Context: an optimization exercise on an open-source flow, tuned for small area and a short achievable clock period. The choices shown serve that exercise and are no tape-out recipe.
At most, simulation tests tie the RTL to the original design; equivalence was not proved.

==> run a <==
==> flow/design.v (excerpt) <==
module krv_core (
	input  wire        clk,
	input  wire        rstn,
	input  wire        kplic_int,
	input  wire        core_timer_int,
	output wire        wfi,
	output wire        instr_itcm_access,
	output wire [31:0] instr_itcm_addr,
	input  wire [31:0] instr_itcm_read_data,
	input  wire        instr_itcm_read_data_valid,
	output wire        data_dtcm_access,
	input  wire        data_dtcm_ready,
	output wire        data_dtcm_rd0_wr1,
	output wire [3:0]  data_dtcm_byte_strobe,
	output wire [31:0] data_dtcm_write_data,
	output wire [31:0] data_dtcm_addr,
	input  wire [31:0] data_dtcm_read_data,
	input  wire        data_dtcm_read_data_valid,
	output wire        IAHB_access,
	output wire [31:0] IAHB_addr,
	input  wire [31:0] IAHB_read_data,
	input  wire        IAHB_read_data_valid,
	output wire        DAHB_access,
	output wire        DAHB_rd0_wr1,
	output wire [2:0]  DAHB_size,
	output wire [31:0] DAHB_write_data,
	output wire [31:0] DAHB_addr,
	input  wire        DAHB_trans_buffer_full,
	input  wire [31:0] DAHB_read_data,
	input  wire        DAHB_read_data_valid
);
export LEC_CHECK = 0
export CAP_MARGIN = 35
export CORE_MARGIN = 2
export CORE_UTILIZATION = 32
export CTS_CLUSTER_DIAMETER = 90
export CTS_CLUSTER_SIZE = 25
export PLACE_DENSITY = 0.55
export SLEW_MARGIN = 35
export SYNTH_HIERARCHICAL = 1
create_clock -name core_clock -period 25.0 [get_ports {clk}]
standard.sh (not shown) runs the stock make flow with config.mk's settings and CLKGATE_MAP_FILE= SYNTH_SCRIPT=/design/flow/synth_recipe.tcl, a recipe that flattens the netlist after the stock synthesis.
==> flow/flow/run.sh <==
#!/bin/bash
# Layout flow: the standard ORFS flow, with the timing repair steps asked
# to keep a larger setup margin (so they keep improving paths that already
# meet the clock) and plain buffers on the ports.  Every tool's output goes
# to standard.log in this folder.
set -euo pipefail
bash standard.sh SETUP_SLACK_MARGIN=13.5 "BUFFER_PORTS_ARGS=-buffer_cell sky130_fd_sc_hd__buf_2" finish > standard.log 2>&1
==> run b (differences from run a) <==
--- a/flow/design.v
+++ b/flow/design.v
@@ -2129,14 +2129,39 @@
 assign s = a ^ b ^ ci;
 assign co = (a & b) | (a & ci) | (b & ci);
 endmodule
 module mul_ha (input wire a, input wire b, output wire s, output wire co);
 assign s = a ^ b;
 assign co = a & b;
 endmodule
+module br_cmp (
+input wire [31:0] s1,
+input wire [31:0] s2,
+input wire alu_sub_ex,
+input wire alu_com_ex,
+input wire alu_ucom_ex,
+input wire beq_ex,
+input wire bne_ex,
+input wire blt_ex,
+input wire bge_ex,
+input wire bltu_ex,
+input wire bgeu_ex,
+output wire com_result,
+output wire ucom_result,
+output wire branch_taken_ex
+);
+wire ult = s1 < s2;
+wire slt = (s1[31] ^ s2[31]) ? s1[31] : ult;
+assign com_result  = alu_com_ex & slt;
+assign ucom_result = alu_ucom_ex & ult;
+wire adder_res_neq0 = alu_sub_ex & (|(s1 ^ s2));
+assign branch_taken_ex = (beq_ex & ~adder_res_neq0) | (bne_ex & adder_res_neq0) |
+			 (blt_ex & com_result) | (bge_ex & ~com_result) |
+			 (bltu_ex & ucom_result) | (bgeu_ex & ~ucom_result);
+endmodule
 module core (
 	input  wire cpu_clk,						 
 	input  wire cpu_rstn,						 
 	input  wire [32 - 1 : 0] boot_addr,			 
 	input  wire pg_resetn,						 
 	output wire wfi,						 
 	input  wire kplic_int,						 
@@ -2375,14 +2400,46 @@
 assign ex_ready = ~ex_stall & mem_ready;
 assign dec_ready = ~dec_stall & ex_ready;
 wire move = move_e | (mem_wb_data_valid ? move_a1 : move_a0) |
 	    (instr_read_data_valid & ~store_stall & (mem_wb_data_valid ? move_b1 : move_b0));
 assign next_pc = move ? move_target : pc;
 assign next_pc_itcm = move ? z_move : z_pc;
 endmodule
+module npc_tgt (
+input wire trap,
+input wire branch_taken_ex,
+input wire jalr_ex,
+input wire jal_raw,
+input wire mret_raw,
+input wire [32 - 1 : 0] vector_addr,
+input wire vector_in_itcm,
+input wire [32 - 1 : 0] br_target_ex,
+input wire [32 - 1 : 0] jalr_target,
+input wire [32 - 1 : 0] jal_target,
+input wire [32 - 1 : 0] mepc,
+input wire [32 - 1 : 0] pc_inc,
+input wire [32 - 1 : 0] pc,
+output wire [32 - 1 : 0] move_target,
+output wire z_move,
+output wire z_pc
+);
+wire early_jump = trap | branch_taken_ex | jalr_ex;
+wire [32 - 1 : 0] early_target = trap ? vector_addr : (branch_taken_ex ? br_target_ex : jalr_target);
+wire [32 - 1 : 0] seq_target = jal_raw ? jal_target : (mret_raw ? mepc : pc_inc);
+wire z_br   = ~(|br_target_ex[31:14]);
+wire z_jalr = ~(|jalr_target[31:14]);
+wire z_jal  = ~(|jal_target[31:14]);
+wire z_mepc = ~(|mepc[31:14]);
+wire z_inc  = ~(|pc_inc[31:14]);
+assign z_pc = ~(|pc[31:14]);
+wire z_early = trap ? vector_in_itcm : (branch_taken_ex ? z_br : z_jalr);
+wire z_seq = jal_raw ? z_jal : (mret_raw ? z_mepc : z_inc);
+assign move_target = early_jump ? early_target : seq_target;
+assign z_move = early_jump ? z_early : z_seq;
+endmodule
 module core_body (
 	input  wire cpu_clk,						 
 	input  wire cpu_rstn,						 
 	input  wire [32 - 1 : 0] boot_addr,			 
 	input  wire pg_resetn,						 
 	output wire wfi,						 
 	input  wire kplic_int,						 
@@ -2701,30 +2758,34 @@
 always @ (posedge u_fetch__cpu_clk)
 begin
 	if(!u_fetch__flush_if && u_fetch__dec_ready && u_fetch__instr_read_data_valid && !u_fetch__jump)
 	begin
 		u_fetch__pc_dec <= u_fetch__pc;
 	end
 end
-wire [32 - 1 : 0] u_fetch__br_target   = u_fetch__br_target_ex;
 wire [32 - 1 : 0] u_fetch__pc_inc      = u_fetch__pc + 32'h4;
 assign u_fetch__early_jump = u_fetch__trap | u_fetch__branch_taken_ex | u_fetch__jalr_ex;
-wire [32 - 1 : 0] u_fetch__early_target = u_fetch__trap ? u_fetch__vector_addr : (u_fetch__branch_taken_ex ? u_fetch__br_target : u_fetch__jalr_target);
-wire [32 - 1 : 0] u_fetch__seq_target = u_fetch__jal_raw ? u_fetch__jal_target : (u_fetch__mret_raw ? u_fetch__mepc : u_fetch__pc_inc);
-assign u_fetch__move_target = u_fetch__early_jump ? u_fetch__early_target : u_fetch__seq_target;
-wire u_fetch__z_vec  = u_fetch__vector_in_itcm;
-wire u_fetch__z_br   = ~(|u_fetch__br_target[31:14]);
-wire u_fetch__z_jalr = ~(|u_fetch__jalr_target[31:14]);
-wire u_fetch__z_jal  = ~(|u_fetch__jal_target[31:14]);
-wire u_fetch__z_mepc = ~(|u_fetch__mepc[31:14]);
-wire u_fetch__z_inc  = ~(|u_fetch__pc_inc[31:14]);
-assign u_fetch__z_pc   = ~(|u_fetch__pc[31:14]);
-wire u_fetch__z_early = u_fetch__trap ? u_fetch__z_vec : (u_fetch__branch_taken_ex ? u_fetch__z_br : u_fetch__z_jalr);
-wire u_fetch__z_seq = u_fetch__jal_raw ? u_fetch__z_jal : (u_fetch__mret_raw ? u_fetch__z_mepc : u_fetch__z_inc);
-assign u_fetch__z_move = u_fetch__early_jump ? u_fetch__z_early : u_fetch__z_seq;
+npc_tgt u_npc_tgt (
+.trap			(u_fetch__trap),
+.branch_taken_ex	(u_fetch__branch_taken_ex),
+.jalr_ex		(u_fetch__jalr_ex),
+.jal_raw		(u_fetch__jal_raw),
+.mret_raw		(u_fetch__mret_raw),
+.vector_addr		(u_fetch__vector_addr),
+.vector_in_itcm		(u_fetch__vector_in_itcm),
+.br_target_ex		(u_fetch__br_target_ex),
+.jalr_target		(u_fetch__jalr_target),
+.jal_target		(u_fetch__jal_target),
+.mepc			(u_fetch__mepc),
+.pc_inc			(u_fetch__pc_inc),
+.pc			(u_fetch__pc),
+.move_target		(u_fetch__move_target),
+.z_move			(u_fetch__z_move),
+.z_pc			(u_fetch__z_pc)
+);
 always @ (posedge u_fetch__cpu_clk or negedge u_fetch__cpu_rstn)
 begin
 	if (~u_fetch__cpu_rstn)
 	begin
 		u_fetch__pc <= {32{1'b0}};
 	end
 	else
@@ -3514,18 +3575,32 @@
 assign store_data_mem = u_alu__store_data_mem;
 wire [31:0] u_alu__s1 = u_alu__src_data1_ex;
 wire [31:0] u_alu__s2 = u_alu__src_data2_ex;
 wire [31:0] u_alu__add_b = (u_alu__store_ex | u_alu__jalr_ex) ? u_alu__imm_ex : u_alu__s2;
 wire [32:0] u_alu__sum33 = {1'b0, u_alu__s1} + {1'b0, u_alu__add_b ^ {32{u_alu__alu_sub_ex}}} + {32'h0, u_alu__alu_sub_ex};
 wire [31:0] u_alu__adder_result = (u_alu__alu_add_ex | u_alu__alu_sub_ex) ? u_alu__sum33[31:0] : 32'h0;
 assign u_alu__jalr_target = u_alu__sum33[31:0];
-wire u_alu__ult = u_alu__s1 < u_alu__s2;
-wire u_alu__slt = (u_alu__s1[31] ^ u_alu__s2[31]) ? u_alu__s1[31] : u_alu__ult;
-wire u_alu__com_result  = u_alu__alu_com_ex & u_alu__slt;
-wire u_alu__ucom_result = u_alu__alu_ucom_ex & u_alu__ult;
+wire u_alu__com_result;
+wire u_alu__ucom_result;
+br_cmp u_br_cmp (
+.s1			(u_alu__s1),
+.s2			(u_alu__s2),
+.alu_sub_ex		(u_alu__alu_sub_ex),
+.alu_com_ex		(u_alu__alu_com_ex),
+.alu_ucom_ex		(u_alu__alu_ucom_ex),
+.beq_ex			(u_alu__beq_ex),
+.bne_ex			(u_alu__bne_ex),
+.blt_ex			(u_alu__blt_ex),
+.bge_ex			(u_alu__bge_ex),
+.bltu_ex		(u_alu__bltu_ex),
+.bgeu_ex		(u_alu__bgeu_ex),
+.com_result		(u_alu__com_result),
+.ucom_result		(u_alu__ucom_result),
+.branch_taken_ex	(u_alu__branch_taken_ex)
+);
 wire [31:0] u_alu__logic_result = ({32{u_alu__alu_and_ex}} & (u_alu__s1 & u_alu__s2)) |
 			   ({32{u_alu__alu_or_ex}}  & (u_alu__s1 | u_alu__s2)) |
 			   ({32{u_alu__alu_xor_ex}} & (u_alu__s1 ^ u_alu__s2));
 wire [4:0] u_alu__shamt = u_alu__s2[4:0];
 wire [31:0] u_alu__s1_rev;
 genvar u_alu__gi;
 generate
@@ -3744,19 +3819,14 @@
 				u_alu__mem_H_mem <= u_alu__mem_H_ex;
 				u_alu__mem_B_mem <= u_alu__mem_B_ex;
 				u_alu__mem_U_mem <= u_alu__mem_U_ex;
 			end
 		end
 	end
 end
-wire u_alu__src_neq = |(u_alu__s1 ^ u_alu__s2);
-wire u_alu__adder_res_neq0 = u_alu__alu_sub_ex & u_alu__src_neq;
-assign u_alu__branch_taken_ex = (u_alu__beq_ex & ~u_alu__adder_res_neq0) | (u_alu__bne_ex & u_alu__adder_res_neq0) |
-			 (u_alu__blt_ex & u_alu__com_result) | (u_alu__bge_ex & ~u_alu__com_result) |
-			 (u_alu__bltu_ex & u_alu__ucom_result) | (u_alu__bgeu_ex & ~u_alu__ucom_result);
 wire  u_dmem_ctrl__cpu_clk = cpu_clk;
 wire  u_dmem_ctrl__cpu_rstn = comb_rstn;
 wire  u_dmem_ctrl__load_mem = load_mem;
 wire  u_dmem_ctrl__store_mem = store_mem;
 wire  u_dmem_ctrl__mem_H_mem = mem_H_mem;
 wire  u_dmem_ctrl__mem_B_mem = mem_B_mem;
 wire  u_dmem_ctrl__mem_U_mem = mem_U_mem;
==> run c (differences from run a) <==
--- a/flow/design.v
+++ b/flow/design.v
@@ -2198,16 +2198,16 @@
 .cpu_clk		(cpu_clk),
 .cpu_rstn		(cpu_rstn),
 .boot_addr		(boot_addr),
 .pg_resetn		(pg_resetn),
 .wfi		(wfi),
 .kplic_int		(kplic_int),
 .core_timer_int		(core_timer_int),
-.instr_itcm_access		(),
-.instr_itcm_addr		(),
+.instr_itcm_access		(instr_itcm_access),
+.instr_itcm_addr		(instr_itcm_addr),
 .instr_itcm_read_data		(instr_itcm_read_data),
 .instr_itcm_read_data_valid		(instr_itcm_read_data_valid),
 .itcm_auto_load		(itcm_auto_load),
 .data_dtcm_access		(data_dtcm_access),
 .data_dtcm_ready		(data_dtcm_ready),
 .data_dtcm_rd0_wr1		(data_dtcm_rd0_wr1),
 .data_dtcm_byte_strobe		(data_dtcm_byte_strobe),
@@ -2290,51 +2290,14 @@
 .dec_stall			(dec_stall),
 .mem_ready			(mem_ready),
 .ex_ready			(ex_ready),
 .dec_ready			(dec_ready),
 .next_pc			(next_pc),
 .next_pc_itcm			(next_pc_itcm)
 );
-wire [32 - 1 : 0] port_next_pc;
-npc_sel u_npc_port (
-.move_target			(move_target),
-.pc				(pc),
-.z_move				(z_move),
-.z_pc				(z_pc),
-.move_e			(move_e),
-.move_a1			(move_a1),
-.move_a0			(move_a0),
-.move_b1			(move_b1),
-.move_b0			(move_b0),
-.stall_v0			(dec_stall_v0),
-.stall_v1			(dec_stall_v1),
-.ex_stall			(ex_stall),
-.load_mem			(load_mem),
-.store_mem			(store_mem),
-.addr_dtcm			(addr_dtcm),
-.addr_dtcm_r			(addr_dtcm_r),
-.daddr_AHB_r			(daddr_AHB_r),
-.addr_itcm_r			(addr_itcm_r),
-.iaddr_AHB_r			(iaddr_AHB_r),
-.data_dtcm_read_data_valid	(data_dtcm_read_data_valid),
-.DAHB_read_data_valid		(DAHB_read_data_valid),
-.data_dtcm_ready		(data_dtcm_ready),
-.DAHB_trans_buffer_full		(DAHB_trans_buffer_full),
-.instr_itcm_read_data_valid	(instr_itcm_read_data_valid),
-.IAHB_read_data_valid		(IAHB_read_data_valid),
-.mem_wb_data_valid		(),
-.instr_read_data_valid		(),
-.dec_stall			(),
-.mem_ready			(),
-.ex_ready			(),
-.dec_ready			(),
-.next_pc			(port_next_pc),
-.next_pc_itcm			(instr_itcm_access)
-);
-assign instr_itcm_addr = {18'h0, port_next_pc[13:0]};
 endmodule
 module npc_sel (
 input wire [32 - 1 : 0] move_target,
 input wire [32 - 1 : 0] pc,
 input wire z_move,
 input wire z_pc,
 input wire move_e,				 
@@ -2464,18 +2427,18 @@
 wire 					branch_taken_ex;
 wire [32 - 1 : 0]		alu_result_ex;
 wire 					load_ex;
 wire 					store_ex;
 wire 					mem_H_ex;
 wire 					mem_B_ex;
 wire 					mem_U_ex;
+wire [32 - 1 : 0] 		store_data_ex;
 wire 					only_src2_used_ex;
 wire [32 - 1 : 0] 		br_target_ex;
 wire [32 - 1 : 0] 		jal_target;
-wire [32 - 1 : 0] 		jalr_target;
 wire [32 - 1 : 0]		data_mem;
 wire [5:0] 			rd_mem;
 wire [32 - 1 : 0]		alu_result_mem;
 wire 					mem_H_mem;
 wire 					mem_B_mem;
 wire 					mem_U_mem;
 wire [32 - 1 : 0]		store_data_mem;
@@ -2589,15 +2552,16 @@
 wire  u_fetch__dec_ready = dec_ready;
 reg  u_fetch__if_valid;
 assign if_valid = u_fetch__if_valid;
 reg [32 - 1 : 0] u_fetch__instr_dec;
 assign instr_dec = u_fetch__instr_dec;
 reg [6:0] u_fetch__pd_dec;
 assign pd_dec = u_fetch__pd_dec;
-wire [32 - 1 : 0] u_fetch__jalr_target = jalr_target;
+wire [32 - 1 : 0] u_fetch__src_data1_ex = src_data1_ex;
+wire [32 - 1 : 0] u_fetch__imm_ex = imm_ex;
 wire [32 - 1 : 0] u_fetch__br_target_ex = br_target_ex;
 wire [32 - 1 : 0] u_fetch__jal_target = jal_target;
 wire  u_fetch__branch_taken_ex = branch_taken_ex;
 wire  u_fetch__ex_ready = ex_ready;
 wire [32 - 1 : 0] u_fetch__next_pc = next_pc;
 wire [32 - 1 : 0] u_fetch__move_target;
 assign move_target = u_fetch__move_target;
@@ -2702,14 +2666,15 @@
 begin
 	if(!u_fetch__flush_if && u_fetch__dec_ready && u_fetch__instr_read_data_valid && !u_fetch__jump)
 	begin
 		u_fetch__pc_dec <= u_fetch__pc;
 	end
 end
 wire [32 - 1 : 0] u_fetch__br_target   = u_fetch__br_target_ex;
+wire [32 - 1 : 0] u_fetch__jalr_target = u_fetch__src_data1_ex + u_fetch__imm_ex;
 wire [32 - 1 : 0] u_fetch__pc_inc      = u_fetch__pc + 32'h4;
 assign u_fetch__early_jump = u_fetch__trap | u_fetch__branch_taken_ex | u_fetch__jalr_ex;
 wire [32 - 1 : 0] u_fetch__early_target = u_fetch__trap ? u_fetch__vector_addr : (u_fetch__branch_taken_ex ? u_fetch__br_target : u_fetch__jalr_target);
 wire [32 - 1 : 0] u_fetch__seq_target = u_fetch__jal_raw ? u_fetch__jal_target : (u_fetch__mret_raw ? u_fetch__mepc : u_fetch__pc_inc);
 assign u_fetch__move_target = u_fetch__early_jump ? u_fetch__early_target : u_fetch__seq_target;
 wire u_fetch__z_vec  = u_fetch__vector_in_itcm;
 wire u_fetch__z_br   = ~(|u_fetch__br_target[31:14]);
@@ -2818,14 +2783,16 @@
 reg  u_dec__bgeu_ex;
 assign bgeu_ex = u_dec__bgeu_ex;
 wire  u_dec__branch_taken_ex = branch_taken_ex;
 reg  u_dec__load_ex;
 assign load_ex = u_dec__load_ex;
 reg  u_dec__store_ex;
 assign store_ex = u_dec__store_ex;
+reg [32 - 1 : 0] u_dec__store_data_ex;
+assign store_data_ex = u_dec__store_data_ex;
 reg  u_dec__mem_H_ex;
 assign mem_H_ex = u_dec__mem_H_ex;
 reg  u_dec__mem_B_ex;
 assign mem_B_ex = u_dec__mem_B_ex;
 reg  u_dec__mem_U_ex;
 assign mem_U_ex = u_dec__mem_U_ex;
 reg [5:0] u_dec__rd_ex;
@@ -3056,15 +3023,15 @@
 wire [32 - 1 : 0] u_dec__src2_old = u_dec__rs2_is0 ? 32'h0 : (u_dec__rs2_mem ? u_dec__data_mem : (u_dec__rs2_wb ? u_dec__wr_data_wb : u_dec__gprs_data2));
 wire u_dec__src2_sel_ex = ~u_dec__rs2_is0 & u_dec__rs2_ex;
 wire [32 - 1 : 0] u_dec__gprs_data2_mux = u_dec__src2_sel_ex ? u_dec__alu_result_ex : u_dec__src2_old;
 wire u_dec__is_jump_link = u_dec__instruction_is_jal || u_dec__instruction_is_jalr;
 wire [32 - 1 : 0] u_dec__src2_nonreg = u_dec__is_jump_link ? (u_dec__pc_dec + 32'h4) :
 					 (u_dec__mcsr_rd ? u_dec__mcsr_read_data :
 					 (u_dec__alu_use_imm ? u_dec__imm_dec : 32'h0));
-wire u_dec__src2_use_reg = ~u_dec__is_jump_link & ~u_dec__mcsr_rd & (u_dec__alu_use_rs2 | u_dec__S_type);
+wire u_dec__src2_use_reg = ~u_dec__is_jump_link & ~u_dec__mcsr_rd & u_dec__alu_use_rs2;
 wire [32 - 1 : 0] u_dec__src_data2_dec = u_dec__src2_use_reg ? u_dec__gprs_data2_mux : u_dec__src2_nonreg;
 wire u_dec__dec_bubble = !u_dec__if_valid || u_dec__dec_stall;
 wire u_dec__flush_dec = u_dec__branch_taken_ex || u_dec__jalr_ex || u_dec__exception_met;
 always @ (posedge u_dec__cpu_clk or negedge u_dec__cpu_rstn)
 begin
 	if (!u_dec__cpu_rstn)
 	begin
@@ -3084,14 +3051,15 @@
 end
 always @ (posedge u_dec__cpu_clk)
 begin
 	if (!u_dec__flush_dec && u_dec__ex_ready)
 	begin
 		u_dec__src_data1_ex <= u_dec__src_data1_dec;
 		u_dec__src_data2_ex <= u_dec__src_data2_dec;
+		u_dec__store_data_ex <= u_dec__gprs_data2_mux;
 	end
 end
 always @ (posedge u_dec__cpu_clk or negedge u_dec__cpu_rstn)
 begin
 	if (!u_dec__cpu_rstn)
 	begin
 		u_dec__alu_add_ex <= 1'b0;
@@ -3243,22 +3211,21 @@
 			u_dec__mem_U_ex <= (u_dec__instruction_is_load || u_dec__instruction_is_store) && (u_dec__funct3_101 || u_dec__funct3_100);
 		end
 	end
 end
 wire [32 - 1 : 0] u_dec__imm_j = {{12{u_dec__valid_instr[31]}}, u_dec__valid_instr[19:12], u_dec__valid_instr[20], u_dec__valid_instr[30:21], 1'b0};
 wire [32 - 1 : 0] u_dec__imm_b = {{20{u_dec__valid_instr[31]}}, u_dec__valid_instr[7], u_dec__valid_instr[30:25], u_dec__valid_instr[11:8], 1'b0};
 wire [32 - 1 : 0] u_dec__imm_i = {{21{u_dec__valid_instr[31]}}, u_dec__valid_instr[30:20]};
-wire [32 - 1 : 0] u_dec__imm_s = {{21{u_dec__valid_instr[31]}}, u_dec__valid_instr[30:25], u_dec__valid_instr[11:7]};
 assign u_dec__jal_target = u_dec__pc_dec + (u_dec__pd_dec[0] ? u_dec__imm_j : u_dec__imm_b);
 always @ (posedge u_dec__cpu_clk)
 begin
 	if (!u_dec__flush_dec && u_dec__ex_ready && !u_dec__dec_bubble)
 	begin
 		u_dec__br_target_ex <= u_dec__jal_target;
-		u_dec__imm_ex <= u_dec__S_type ? u_dec__imm_s : u_dec__imm_i;
+		u_dec__imm_ex <= u_dec__imm_i;
 	end
 end
 always@(posedge u_dec__cpu_clk or negedge u_dec__cpu_rstn)
 begin
 if(!u_dec__cpu_rstn)
 	begin
 		u_dec__only_src2_used_ex <= 1'b0;
@@ -3484,18 +3451,15 @@
 wire  u_alu__branch_taken_ex;
 assign branch_taken_ex = u_alu__branch_taken_ex;
 wire  u_alu__load_ex = load_ex;
 wire  u_alu__store_ex = store_ex;
 wire  u_alu__mem_H_ex = mem_H_ex;
 wire  u_alu__mem_B_ex = mem_B_ex;
 wire  u_alu__mem_U_ex = mem_U_ex;
-wire [32 - 1 : 0] u_alu__imm_ex = imm_ex;
-wire  u_alu__jalr_ex = jalr_ex;
-wire [32 - 1 : 0] u_alu__jalr_target;
-assign jalr_target = u_alu__jalr_target;
+wire [32 - 1 : 0] u_alu__store_data_ex = store_data_ex;
 wire [5 : 0] u_alu__rd_ex = rd_ex;
 reg  u_alu__ex_valid;
 assign ex_valid = u_alu__ex_valid;
 wire  u_alu__mem_ready = mem_ready;
 reg [32 - 1 : 0] u_alu__alu_result_mem;
 assign alu_result_mem = u_alu__alu_result_mem;
 reg [5:0] u_alu__rd_mem;
@@ -3510,18 +3474,16 @@
 assign mem_B_mem = u_alu__mem_B_mem;
 reg  u_alu__mem_U_mem;
 assign mem_U_mem = u_alu__mem_U_mem;
 reg [32 - 1 : 0] u_alu__store_data_mem;
 assign store_data_mem = u_alu__store_data_mem;
 wire [31:0] u_alu__s1 = u_alu__src_data1_ex;
 wire [31:0] u_alu__s2 = u_alu__src_data2_ex;
-wire [31:0] u_alu__add_b = (u_alu__store_ex | u_alu__jalr_ex) ? u_alu__imm_ex : u_alu__s2;
-wire [32:0] u_alu__sum33 = {1'b0, u_alu__s1} + {1'b0, u_alu__add_b ^ {32{u_alu__alu_sub_ex}}} + {32'h0, u_alu__alu_sub_ex};
+wire [32:0] u_alu__sum33 = {1'b0, u_alu__s1} + {1'b0, u_alu__s2 ^ {32{u_alu__alu_sub_ex}}} + {32'h0, u_alu__alu_sub_ex};
 wire [31:0] u_alu__adder_result = (u_alu__alu_add_ex | u_alu__alu_sub_ex) ? u_alu__sum33[31:0] : 32'h0;
-assign u_alu__jalr_target = u_alu__sum33[31:0];
 wire u_alu__ult = u_alu__s1 < u_alu__s2;
 wire u_alu__slt = (u_alu__s1[31] ^ u_alu__s2[31]) ? u_alu__s1[31] : u_alu__ult;
 wire u_alu__com_result  = u_alu__alu_com_ex & u_alu__slt;
 wire u_alu__ucom_result = u_alu__alu_ucom_ex & u_alu__ult;
 wire [31:0] u_alu__logic_result = ({32{u_alu__alu_and_ex}} & (u_alu__s1 & u_alu__s2)) |
 			   ({32{u_alu__alu_or_ex}}  & (u_alu__s1 | u_alu__s2)) |
 			   ({32{u_alu__alu_xor_ex}} & (u_alu__s1 ^ u_alu__s2));
@@ -3705,15 +3667,15 @@
 	end
 end
 always@(posedge u_alu__cpu_clk)
 begin
 	if(u_alu__mem_ready)
 	begin
 		u_alu__alu_result_mem <= u_alu__alu_result_ex;
-		u_alu__store_data_mem <= u_alu__s2;
+		u_alu__store_data_mem <= u_alu__store_data_ex;
 	end
 end
 always@(posedge u_alu__cpu_clk or negedge u_alu__cpu_rstn)
 begin
 	if(!u_alu__cpu_rstn)
 	begin
 		u_alu__rd_mem <= 32;
==> qor summary <==
metric                                                                        run c                     run b                   run a
Result of the run                                  no timing/DRC/antenna violations  no timing/DRC/antenna violations  no timing/DRC/antenna violations
Die area                                                                 0.4158 mm²                0.4123 mm²              0.4094 mm²
Met3 routed wirelength                                                     96.27 mm                  99.17 mm                106.3 mm
Area of the core                                                         0.4093 mm²                0.4058 mm²              0.4026 mm²
Height of the die                                                          644.8 µm                  642.1 µm                639.9 µm
Met1 Resource Use GR                                                         40.84%                    40.73%                  41.85%
Share of post-route cells with drive strength above 1                        11.43%                    12.82%                  13.06%
Number of non-clock buffers in the layout                                       779                       840                     896
Final weighted congestion in routability-driven placement                     1.052                     1.030                   1.056
Critical-path cell with the highest stage delay            sky130_fd_sc_hd__a22oi_4  sky130_fd_sc_hd__dfrtp_1  sky130_fd_sc_hd__or4_4
Number of gates resized after cts                                                88                       125                     160
Horizontal extent of the die                                               644.8 µm                  642.1 µm                639.9 µm
Worst hold slack across all endpoints                                      370.8 ps                  368.9 ps                361.0 ps
Detailed placer's ending HPWL                                              476.6 mm                  479.2 mm                482.7 mm
Setup slack of the worst register-to-register path                         13620 ps                  13720 ps                13420 ps
Met2 wire length                                                           289.3 mm                  290.9 mm                291.3 mm
Drt via density                                                               6.628                     6.660                   6.692
Post-synthesis instance area                                             0.1314 mm²                0.1303 mm²              0.1294 mm²
Post-CTS Setup Repair Bufs                                                       20                        20                      71
Global-route wire length before repair                                     961.3 mm                  958.9 mm                968.8 mm
Placement Cell Area                                                      0.1394 mm²                0.1386 mm²              0.1376 mm²
Highest clock frequency the design can meet                             0.08567 GHz               0.08552 GHz             0.08375 GHz
Number of vias in the routed layout                                          121400                    121500                  121800
The RTL of run a and run b was laid out without a check of its function.

port drivers added, routing unchanged:
In the flow no input, the clock included, has a driving cell. The finished layouts below were timed again as built, in two steps. Step 1, drivers: a clkbuf_16 drives clk and a buf_2 each remaining input, both assumed. Step 2, shift: input delay + t, output delay - t, t = (earliest + latest rising clock arrival at the registers) / 2. This alone moves slack from input paths to output paths. Slacks: no drivers / after step 1 / after step 2; pairs: no drivers / after step 1.
run	shift t [ns]	setup WS [ns]	hold WS [ns]	latest minus earliest clock arrival (ns)	worst data-port slew with drivers (ns)
run a	0.935	13.060 / 12.949 / 13.215	0.361 / 0.361 / 0.361	0.121 / 0.121	0.25
run b	1.016	13.306 / 13.192 / 13.428	0.369 / 0.369 / 0.369	0.127 / 0.127	0.16
run c	0.931	13.327 / 13.007 / 13.007	0.371 / 0.371 / 0.371	0.134 / 0.135	0.56
After both steps every run listed still meets setup and hold. The setup slack of run c, which loses most, moves by -0.320 ns with the drivers and by -0.320 ns with both steps.
